What follows belongs to an exercise in optimizing a design on an open flow for small area and a short achievable clock period; a production flow would make more cautious choices. Where RTL was checked, it was by simulation tests only, not by an equivalence proof against the original. Power and IR drop assume default switching activity.

== job 8403 ==
==> flow/design.v (excerpt) <==
module bist #(parameter size = 6, length = 8) (
    input  logic clk,
    input  logic rst,
    input  logic start,
    input  logic csin,
    input  logic rwbarin,
    input  logic opr,
    input  logic [size-1:0] address,
    input  logic [length-1:0] datain,
    output logic [length-1:0] dataout,
    output logic fail
);
    logic        test;       
    logic [9:0]  cnt;        
    logic        cout;       
    logic        h;          
    logic [63:0][7:0] mem;
    logic [7:0] pat;
    always_comb begin
        case (cnt[9:7])
            3'd0: pat = 8'hAA;
            3'd1: pat = 8'h55;
            3'd2: pat = 8'hF0;
            3'd3: pat = 8'h0F;
            3'd4: pat = 8'h00;
            3'd5: pat = 8'hFF;
            3'd6: pat = 8'h33;
            default: pat = 8'hCC;
        endcase
    end
    logic       cs, rw, wr;
    logic [5:0] a;
    logic [7:0] d;
    assign cs = test | csin;
    assign rw = test ? cnt[6] : rwbarin;
    assign wr = cs & ~rw;
    assign a  = test ? cnt[5:0] : address;
    assign d  = test ? pat : datain;
    logic [7:0] lo, hir, hiw;
    always_comb begin
        for (int i = 0; i < 8; i++) begin
            lo[i]  = (a[2:0] == i[2:0]);
            hir[i] = (a[5:3] == i[2:0]) & rw;
            hiw[i] = (a[5:3] == i[2:0]) & wr;
        end
    end
    genvar g, j, b;
    generate
        for (g = 0; g < 8; g++) begin : g_grp
            for (j = 0; j < 8; j++) begin : g_row
                logic we, wen;
                logic [7:0] nxt;
                cell_nand2 u_wen (.a(hiw[g]), .b(lo[j]), .y(wen));
                cell_inv   u_we  (.a(wen), .y(we));
                for (b = 0; b < 8; b++) begin : g_bit
                    cell_ao22 u_hold (.a1(mem[8*g+j][b]), .a2(wen), .b1(d[b]), .b2(we), .y(nxt[b]));
                end
                always_ff @(posedge clk) mem[8*g+j] <= nxt;
            end
        end
  ...
export LEC_CHECK = 0
export CAP_MARGIN = 20
export CORE_MARGIN = 2
export CORE_UTILIZATION = 45
export CTS_BUF_LIST = sky130_fd_sc_hd__clkbuf_4 sky130_fd_sc_hd__clkbuf_8
export SETUP_SLACK_MARGIN = 3.0
export SLEW_MARGIN = 20
export SYNTH_HIERARCHICAL = 1
create_clock -name core_clock -period 5.0 [get_ports {clk}]
run.sh (not shown) runs the stock make flow with config.mk's settings and CLKGATE_MAP_FILE= SYNTH_SCRIPT=/design/flow/synth_recipe.tcl, a recipe that flattens the netlist after the stock synthesis.
Job 8403 finished all stages; the layout is clean.
The following lists how job 6438 was set up differently from job 8403:
- a change of SETUP_SLACK_MARGIN from 3.0 to 2.5
Notes after the runs:
- [compare] base=job 8403 new=job 6438: signal arrival time at the worst endpoint increased 1.63 ns; total routed wire length on the met1 layer decreased 1.3 mm; number of cells on the critical path increased 7; share of the final layout cell area in sequential cells increased 3.6 points.

========
The RTL this note starts from:
==> flow/design.v <==
module bist #(parameter size = 6, length = 8) (
    input  logic clk,
    input  logic rst,
    input  logic start,
    input  logic csin,
    input  logic rwbarin,
    input  logic opr,
    input  logic [size-1:0] address,
    input  logic [length-1:0] datain,
    output logic [length-1:0] dataout,
    output logic fail
);
    logic        test;       
    logic [9:0]  cnt;        
    logic        cout;       
    logic        h;          
    logic [7:0]  rdata_q;    
    logic [63:0][7:0] mem;
    logic [7:0] pat;
    always_comb begin
        case (cnt[9:7])
            3'd0: pat = 8'hAA;
            3'd1: pat = 8'h55;
            3'd2: pat = 8'hF0;
            3'd3: pat = 8'h0F;
            3'd4: pat = 8'h00;
            3'd5: pat = 8'hFF;
            3'd6: pat = 8'h33;
            default: pat = 8'hCC;
        endcase
    end
    logic       cs, rw, wr;
    logic [5:0] a;
    logic [7:0] d;
    assign cs = test | csin;
    assign rw = test ? cnt[6] : rwbarin;
    assign wr = cs & ~rw;
    assign a  = test ? cnt[5:0] : address;
    assign d  = test ? pat : datain;
    logic [7:0] lo, hir, hiw;
    always_comb begin
        for (int i = 0; i < 8; i++) begin
            lo[i]  = (a[2:0] == i[2:0]);
            hir[i] = (a[5:3] == i[2:0]) & rw;
            hiw[i] = (a[5:3] == i[2:0]) & wr;
        end
    end
    genvar g, j, b;
    generate
        for (g = 0; g < 8; g++) begin : g_grp
            for (j = 0; j < 8; j++) begin : g_row
                logic we, wen;
                logic [7:0] nxt;
                cell_nand2 u_wen (.a(hiw[g]), .b(lo[j]), .y(wen));
                cell_inv   u_we  (.a(wen), .y(we));
                for (b = 0; b < 8; b++) begin : g_bit
                    cell_ao22 u_hold (.a1(mem[8*g+j][b]), .a2(wen), .b1(d[b]), .b2(we), .y(nxt[b]));
                end
                always_ff @(posedge clk) mem[8*g+j] <= nxt;
            end
        end
    endgenerate
    logic [7:0][7:0] grp;    
    logic [7:0] rdout;
    generate
        for (b = 0; b < 8; b++) begin : g_rbit
            for (g = 0; g < 8; g++) begin : g_rgrp
                logic t0, t1, t2;
                cell_aoi222 u_t0 (.a1(lo[0]), .a2(mem[8*g+0][b]), .b1(lo[1]), .b2(mem[8*g+1][b]),
                                  .c1(lo[2]), .c2(mem[8*g+2][b]), .y(t0));
                cell_aoi222 u_t1 (.a1(lo[3]), .a2(mem[8*g+3][b]), .b1(lo[4]), .b2(mem[8*g+4][b]),
                                  .c1(lo[5]), .c2(mem[8*g+5][b]), .y(t1));
                cell_aoi22  u_t2 (.a1(lo[6]), .a2(mem[8*g+6][b]), .b1(lo[7]), .b2(mem[8*g+7][b]), .y(t2));
                cell_nand3  u_g  (.a(t0), .b(t1), .c(t2), .y(grp[g][b]));
            end
            logic s0, s1, s2;
            cell_aoi222 u_s0 (.a1(hir[0]), .a2(grp[0][b]), .b1(hir[1]), .b2(grp[1][b]),
                              .c1(hir[2]), .c2(grp[2][b]), .y(s0));
            cell_aoi222 u_s1 (.a1(hir[3]), .a2(grp[3][b]), .b1(hir[4]), .b2(grp[4][b]),
                              .c1(hir[5]), .c2(grp[5][b]), .y(s1));
            cell_aoi222 u_s2 (.a1(hir[6]), .a2(grp[6][b]), .b1(hir[7]), .b2(grp[7][b]),
                              .c1(~rw), .c2(d[b]), .y(s2));
            cell_nand3  u_s  (.a(s0), .b(s1), .c(s2), .y(rdout[b]));
        end
    endgenerate
    always_ff @(posedge clk) begin
        if (cs) rdata_q <= rdout;
    end
    logic [7:0] rq_idle, rq_test;
    assign rq_idle = rdata_q & {8{~test}};
    assign rq_test = rdata_q & {8{test & cnt[6]}};
    generate
        for (b = 0; b < 8; b++) begin : g_out
            cell_a31o u_o (.a1(rq_idle[b]), .a2(csin), .a3(rwbarin), .b1(rq_test[b]), .y(dataout[b]));
        end
    endgenerate
    always_ff @(posedge clk or posedge rst) begin
        if (rst) test <= 1'b0;
        else if (!test) test <= start;
        else if (cout) test <= 1'b0;
    end
    always_ff @(posedge clk) begin
        if (!test) begin
            cnt  <= 10'd0;
            cout <= 1'b0;
        end else begin
            cout <= &cnt;
            if (!(&cnt)) cnt <= cnt + 10'd1;
        end
    end
    logic mism;
    assign mism = cnt[6] ? (pat != rdata_q) : (pat != 8'h00);
    always_ff @(posedge clk or posedge rst) begin
        if (rst) begin
            h    <= 1'b0;
            fail <= 1'b0;
        end else begin
            h    <= cnt[6];
            fail <= test & opr & h & mism;
        end
    end
endmodule
module cell_inv (input logic a, output logic y);
    assign y = ~a;
endmodule
module cell_nand2 (input logic a, b, output logic y);
    assign y = ~(a & b);
endmodule
module cell_nand3 (input logic a, b, c, output logic y);
    assign y = ~(a & b & c);
endmodule
module cell_ao22 (input logic a1, a2, b1, b2, output logic y);
    assign y = (a1 & a2) | (b1 & b2);
endmodule
module cell_aoi22 (input logic a1, a2, b1, b2, output logic y);
    assign y = ~((a1 & a2) | (b1 & b2));
endmodule
module cell_aoi222 (input logic a1, a2, b1, b2, c1, c2, output logic y);
    assign y = ~((a1 & a2) | (b1 & b2) | (c1 & c2));
endmodule
module cell_a31o (input logic a1, a2, a3, b1, output logic y);
    assign y = (a1 & a2 & a3) | b1;
endmodule
clock: 5.0 ns
lec_check: 0
cap_margin: 20
core_margin: 2
core_utilization: 45
slew_margin: 20
synth_hierarchical: 1
Then changed:
CTS_BUF_LIST = sky130_fd_sc_hd__clkbuf_4 sky130_fd_sc_hd__clkbuf_8   (was default)
SETUP_SLACK_MARGIN = 2.5   (was default)
Synthesized cell count is unchanged.
Worst hold slack gets worse by 0.017 ns.
Setup slack gets better by 0.78 ns.
Synthesized area is unchanged.
Register-to-register slack gets better by 0.50 ns.

========
oak:
bist, a different RTL version from the one above (not shown whole).
Size: ~560 flip-flops, roughly 29 I/O pins, about 21,000 µm² of cells after synthesis.
export LEC_CHECK = 0
export CAP_MARGIN = 20
export CORE_MARGIN = 2
export CORE_UTILIZATION = 70
export CTS_BUF_LIST = sky130_fd_sc_hd__clkbuf_16
export CTS_CLUSTER_DIAMETER = 70
export CTS_CLUSTER_SIZE = 25
export PLACE_DENSITY = 0.82
export SETUP_SLACK_MARGIN = 2.7
export SLEW_MARGIN = 20
export SYNTH_HIERARCHICAL = 1
create_clock -name core_clock -period 5.0 [get_ports {clk}]
standard.sh (not shown) runs the stock make flow with config.mk's settings and CLKGATE_MAP_FILE= SYNTH_SCRIPT=/design/flow/synth_recipe.tcl, a recipe that flattens the netlist after the stock synthesis.
==> flow/flow/run.sh <==
#!/bin/bash
# Layout flow: the standard ORFS flow (standard.sh), with the port
# buffers made of buf_4 cells instead of the default delay-buffer cells.
set -euo pipefail
bash standard.sh 'BUFFER_PORTS_ARGS=-buffer_cell sky130_fd_sc_hd__buf_4' ${EXTRA_MAKE_ARGS:-} finish > flow_make.log 2>&1
Both conditions hold for oak: the flow ran to the end and the final layout passed the timing, DRC and antenna checks.
#### Input delta (pine over oak)
Settings: changing PLACE_DENSITY from 0.82 to 0.72; changing SETUP_SLACK_MARGIN from 2.7 to 2.55; changing CORE_UTILIZATION from 70 to 60; changing CTS_CLUSTER_SIZE from 25 to 30.
[summary]
For x dimension of the die, dividing the value from oak by the value from pine gives 0.927.
Relative to oak, net switching power of the design has increased by about 11% in pine.
Between pine and oak, critical path required time is higher for oak, pine comes in under that.
pine: global placer's final weighted congestion higher than oak
u_n_lo.q as the critical path launch point was reported by oak, and u_n_o.q by pine.
#### Input delta (birch over pine)
Settings: SETUP_SLACK_MARGIN changed from 2.55 to 2.7; CTS_CLUSTER_DIAMETER changed from 70 to 80.
--- outcome ---
Setup slack delta for birch relative to pine: 0.037 ns higher
When the final numbers for pine and birch were put side by side, the global routing usage on met2 turned out to be smaller in pine.
STATUS total power: birch wins against pine
Arrival time at the worst endpoint ends up lower on birch.
Compare pine and birch | worst-margin pin slew lower: pine
From pine to birch the numbers moved as follows: final cell count comparable; part of the power in combinational logic held.
Input-level comparison between maple and birch:
Settings: SETUP_SLACK_MARGIN changed from 2.7 to 2.4; CTS_CLUSTER_DIAMETER changed from 80 to 70.
[summary]
Cmp maple and birch / number of fill cells / higher: maple
met1 track utilization from global routing is higher on birch
Post-layout instance count excluding filler cells grows slightly when moving from birch to maple.
birch and maple ended up with roughly the same via-per-instance ratio.
maple vs birch: number of instances resized during post-cts repair down

========
## build 29
Another version of the RTL of bist (not shown whole).
Size in the first run: roughly 29 I/O pins, ~21000 µm² of cells after synthesis.
export LEC_CHECK = 0
export CAP_MARGIN = 20
export CORE_MARGIN = 2
export CORE_UTILIZATION = 60
export CTS_BUF_LIST = sky130_fd_sc_hd__clkbuf_16
export CTS_CLUSTER_DIAMETER = 70
export CTS_CLUSTER_SIZE = 30
export PLACE_DENSITY = 0.8
export SETUP_SLACK_MARGIN = 2.5
export SLEW_MARGIN = 20
export SYNTH_HIERARCHICAL = 1
create_clock -name core_clock -period 5.0 [get_ports {clk}]
Scripts as last shown in full above: flow/flow/run.sh
What build 26 does differently from build 29 at the input level:
Settings: SETUP_SLACK_MARGIN now 2.6, was 2.5; CTS_CLUSTER_SIZE now 25, was 30.
Notes after the runs:
- Diff build 29 -> build 26 | multi-input gate area in the final layout | up slightly
- Delta(register share of total power, build 26 - build 29) > 0
- Build 26 vs. build 29: routed wire length has decreased; DRC violation total after the first TritonRoute iteration went down; count of plain and timing-repair buffers grew by 1.6%; core utilization flat; layout overhead on the synthesized area went up 0.22 points.
- Relative to build 29, the clock network fraction of total power of build 26 is lower by 2.8 points.
- Relative to build 29, post-layout minimum cycle time has decreased by 0.067 ns in build 26.
Inputs modified between build 26 and build 87:
Settings: PLACE_DENSITY now 0.72, was 0.8; SETUP_SLACK_MARGIN now 2.5, was 2.6.
Results
~same fraction of area in registers in build 26 and build 87. met1 wire length in build 87 is 5.4% higher than in build 26. Build 26 → build 87: width of the chip about even; power drawn by the combinational cells grew by about 1%. Multi-input combinational gate total: build 87 vs build 26, no meaningful difference. Worst setup path endpoint = rdata_n[3]$_DFFE_PP_: build 87; worst setup path endpoint = dataout[7]: build 26. Going from build 26 to build 87, first-pass GRT wire length grew slightly.

========
bist, a different RTL version from the one above (not shown whole).
For scale: roughly 1800 cells after synthesis, about 29 I/O pins.
==> flow/config.mk <==
export PLATFORM = sky130hd
export DESIGN_NAME = bist
export DESIGN_NICKNAME = bist
export VERILOG_FILES = /design/flow/design.v
export SDC_FILE = /design/flow/constraint.sdc
export NUM_CORES = 4
export LEC_CHECK = 0
export CAP_MARGIN = 20
export CORE_MARGIN = 2
export CORE_UTILIZATION = 60
export CTS_BUF_LIST = sky130_fd_sc_hd__clkbuf_16
export CTS_CLUSTER_DIAMETER = 80
export CTS_CLUSTER_SIZE = 30
export PLACE_DENSITY = 0.72
export SETUP_SLACK_MARGIN = 2.0
export SLEW_MARGIN = 20
export SYNTH_HIERARCHICAL = 1
==> flow/constraint.sdc <==
create_clock -name core_clock -period 5.0 [get_ports {clk}]
set_input_delay 1.0000 -clock core_clock [delete_from_list [all_inputs] [get_ports {clk}]]
set_output_delay 1.0000 -clock core_clock [all_outputs]
set_load 0.01 [all_outputs]
Scripts as last shown in full above: flow/flow/run.sh
The starting point passed the timing, DRC and antenna checks.
Edit:
Settings changed: CORE_UTILIZATION 60 to 70, PLACE_DENSITY 0.72 to 0.8.
=> Worst setup slack hardly moves. Clock power falls by about 6%. Via count barely changes.
Function was not checked in any run of this note: the RTL went through the layout flow alone.

========
bist with an RTL version that a note above also has.
Size in the first run: about 550 flip-flops, ~29 I/O pins.
## bist
module bist #(parameter size = 6, length = 8) (
    input  logic clk,
    input  logic rst,
    input  logic start,
    input  logic csin,
    input  logic rwbarin,
    input  logic opr,
    input  logic [size-1:0] address,
    input  logic [length-1:0] datain,
    output logic [length-1:0] dataout,
    output logic fail
);
Settings: LEC_CHECK=0, CAP_MARGIN=20, CORE_MARGIN=2, CORE_UTILIZATION=60, CTS_BUF_LIST=sky130_fd_sc_hd__clkbuf_16, CTS_CLUSTER_DIAMETER=70, CTS_CLUSTER_SIZE=25, PLACE_DENSITY=0.88, SETUP_SLACK_MARGIN=2.5, SLEW_MARGIN=20, SYNTH_HIERARCHICAL=1; clock period 5.0 ns.
Scripts as last shown in full above: flow/flow/run.sh
The first run completed with no timing, DRC or antenna violations.
Next try:
--- a/flow/config.mk
+++ b/flow/config.mk
@@ -14,2 +14,2 @@
-export PLACE_DENSITY = 0.88
-export SETUP_SLACK_MARGIN = 2.5
+export PLACE_DENSITY = 0.72
+export SETUP_SLACK_MARGIN = 2.7
After rerunning:
- global-route usage climbs by 1.1 points
- total power climbs by a few percent
- cell count climbs slightly
- final area climbs by a few percent
- die area is unchanged
- synthesized area stays the same
- synthesized cell count stays the same
- sequential cell count stays the same
- routed wire length climbs by a few percent
- clock skew climbs by 12 ps
- hold slack is worse by 31 ps
Next try:
--- a/flow/config.mk
+++ b/flow/config.mk
@@ -14 +14 @@
-export PLACE_DENSITY = 0.72
+export PLACE_DENSITY = 0.8
=> The new run went through all stages and came out clean. Clock power drops by 13%. Setup slack stays flat. Clock skew fell by 6.0 ps. Sequential power barely changes. Via count goes up by 1.5%.

========
Another version of the RTL of bist (not shown whole).
Size: about 1800 cells after synthesis, about 29 I/O pins, roughly 20000 µm² of cells after synthesis.
export LEC_CHECK = 0
export CAP_MARGIN = 20
export CORE_MARGIN = 2
export CORE_UTILIZATION = 45
export CTS_BUF_LIST = sky130_fd_sc_hd__clkbuf_8 sky130_fd_sc_hd__clkbuf_16
export CTS_CLUSTER_DIAMETER = 60
export CTS_CLUSTER_SIZE = 20
export SETUP_SLACK_MARGIN = 2.0
export SLEW_MARGIN = 20
export SYNTH_HIERARCHICAL = 1
create_clock -name core_clock -period 5.0 [get_ports {clk}]
Scripts as last shown in full above: flow/flow/run.sh
Next try:
Settings changed: CTS_BUF_LIST sky130_fd_sc_hd__clkbuf_8 sky130_fd_sc_hd__clkbuf_16 to sky130_fd_sc_hd__clkbuf_16, CTS_CLUSTER_DIAMETER 60 to 80, CTS_CLUSTER_SIZE 20 to 30.
Count of clock-buffer cells in the layout drops by 16.
Non-clock buffer count does not change.
Wire length falls slightly.
Worst setup slack improves by 0.042 ns.
Via count falls slightly.
Sequential power is about the same.
Area after synthesis is unchanged.
Combinational power stays flat.
Die area is unchanged.
Next try:
==> flow/flow/run.sh (replaced) <==
#!/bin/bash
# Layout flow: the standard ORFS flow (standard.sh), with the port
# buffers made of buf_4 cells instead of the default delay-buffer cells.
set -euo pipefail
bash standard.sh 'BUFFER_PORTS_ARGS=-buffer_cell sky130_fd_sc_hd__buf_4' ${EXTRA_MAKE_ARGS:-} RECOVER_POWER=100 finish > flow_make.log 2>&1
Settings changed: CTS_BUF_LIST sky130_fd_sc_hd__clkbuf_16 to sky130_fd_sc_hd__clkbuf_4 sky130_fd_sc_hd__clkbuf_8, CTS_CLUSTER_DIAMETER 80 to default, CTS_CLUSTER_SIZE 30 to default.
After rerunning: With this change the flow reached the layout checks and failed them: max-capacitance violations, max-slew violations; cell count grows by 5.0%; final area grows by 3.7%; total power grows by about 13%; via count grows by about 4%.
Next try:
==> flow/flow/run.sh (replaced) <==
#!/bin/bash
# Layout flow: the standard ORFS flow (standard.sh), with the port
# buffers made of buf_4 cells instead of the default delay-buffer cells.
set -euo pipefail
bash standard.sh 'BUFFER_PORTS_ARGS=-buffer_cell sky130_fd_sc_hd__buf_4' ${EXTRA_MAKE_ARGS:-} finish > flow_make.log 2>&1
What happened: This time the run finished clean; die area does not change; clock skew hardly moves; power is higher by 1.1%; critical path depth is higher by 1; core utilization is higher by 0.77 points; design area is higher by 1.4%; worst setup slack is better by 0.89 ns.
No functional check of the RTL was part of any run of this note.

afterwards: timing with drivers on the ports:
Ports are ideal in the flow. The routed layouts listed here were re-timed in OpenROAD.
Step 1 sets driving cells, clkbuf_16 on the clock port and buf_2 on the other inputs (assumed; they add their load-dependent delay and slew).
Step 2 times the ports against the registers' clock, not the clock port: input delays grow and output delays shrink by t, the midpoint of the rising clock arrivals with the driver on.
a / b / c = ideal ports / drivers / drivers and shift; a / b = the first two.
run | t, ns | setup slack, ns | hold slack, ns | slew at the worst register clock pin (ns) | pins driven straight from the clock port
job 8403 | 0.720 | 2.174 / 2.121 / 1.664 | 0.420 / 0.420 / 0.420 | 0.07 / 0.07 | 1
job 6438 | 0.703 | 2.036 / 2.036 / 1.460 | 0.470 / 0.470 / 0.470 | 0.07 / 0.07 | 1
the first run of note 2 | 0.641 | 1.017 / 1.044 / 0.403 | 0.398 / 0.398 / 0.398 | 0.06 / 0.06 | 1
the second run of note 2 | 0.716 | 1.795 / 1.795 / 1.126 | 0.381 / 0.381 / 0.381 | 0.07 / 0.07 | 1
oak | 0.649 | 2.279 / 2.279 / 1.635 | 0.463 / 0.436 / 0.493 | 0.10 / 0.10 | 1
pine | 0.679 | 2.374 / 2.316 / 1.749 | 0.388 / 0.353 / 0.497 | 0.11 / 0.11 | 1
birch | 0.655 | 2.411 / 2.355 / 1.793 | 0.425 / 0.391 / 0.499 | 0.12 / 0.12 | 1
maple | 0.662 | 2.186 / 2.208 / 1.555 | 0.421 / 0.391 / 0.497 | 0.11 / 0.11 | 1
build 29 | 0.657 | 2.467 / 2.429 / 1.842 | 0.430 / 0.399 / 0.495 | 0.12 / 0.12 | 1
build 26 | 0.637 | 2.533 / 2.479 / 1.955 | 0.462 / 0.429 / 0.492 | 0.10 / 0.10 | 1
build 87 | 0.633 | 2.473 / 2.431 / 1.860 | 0.466 / 0.436 / 0.493 | 0.10 / 0.10 | 1
the first run of note 5 | 0.622 | 2.057 / 2.057 / 1.572 | 0.331 / 0.301 / 0.494 | 0.12 / 0.12 | 1
the second run of note 5 | 0.617 | 2.055 / 2.055 / 1.532 | 0.322 / 0.298 / 0.494 | 0.12 / 0.12 | 1
the first run of note 6 | 0.633 | 2.391 / 2.417 / 1.784 | 0.447 / 0.412 / 0.492 | 0.10 / 0.10 | 1
the second run of note 6 | 0.643 | 2.468 / 2.414 / 2.008 | 0.415 / 0.448 / 0.493 | 0.10 / 0.10 | 1
the third run of note 6 | 0.631 | 2.470 / 2.418 / 1.931 | 0.466 / 0.446 / 0.492 | 0.10 / 0.10 | 1
the first run of note 7 | 0.631 | 2.048 / 2.078 / 1.449 | 0.269 / 0.240 / 0.434 | 0.08 / 0.08 | 1
the second run of note 7 | 0.647 | 2.090 / 2.090 / 1.670 | 0.239 / 0.210 / 0.438 | 0.12 / 0.12 | 1
the third run of note 7 | 0.701 | 1.167 / 1.167 / 0.973 | 0.174 / 0.147 / 0.430 | 0.07 / 0.07 | 1
the fourth run of note 7 | 0.704 | 2.052 / 2.052 / 1.613 | 0.187 / 0.163 / 0.432 | 0.07 / 0.07 | 1
The setup slack of the second run of note 2, which loses most, moves by 0.000 ns with the drivers and by -0.669 ns with both steps.
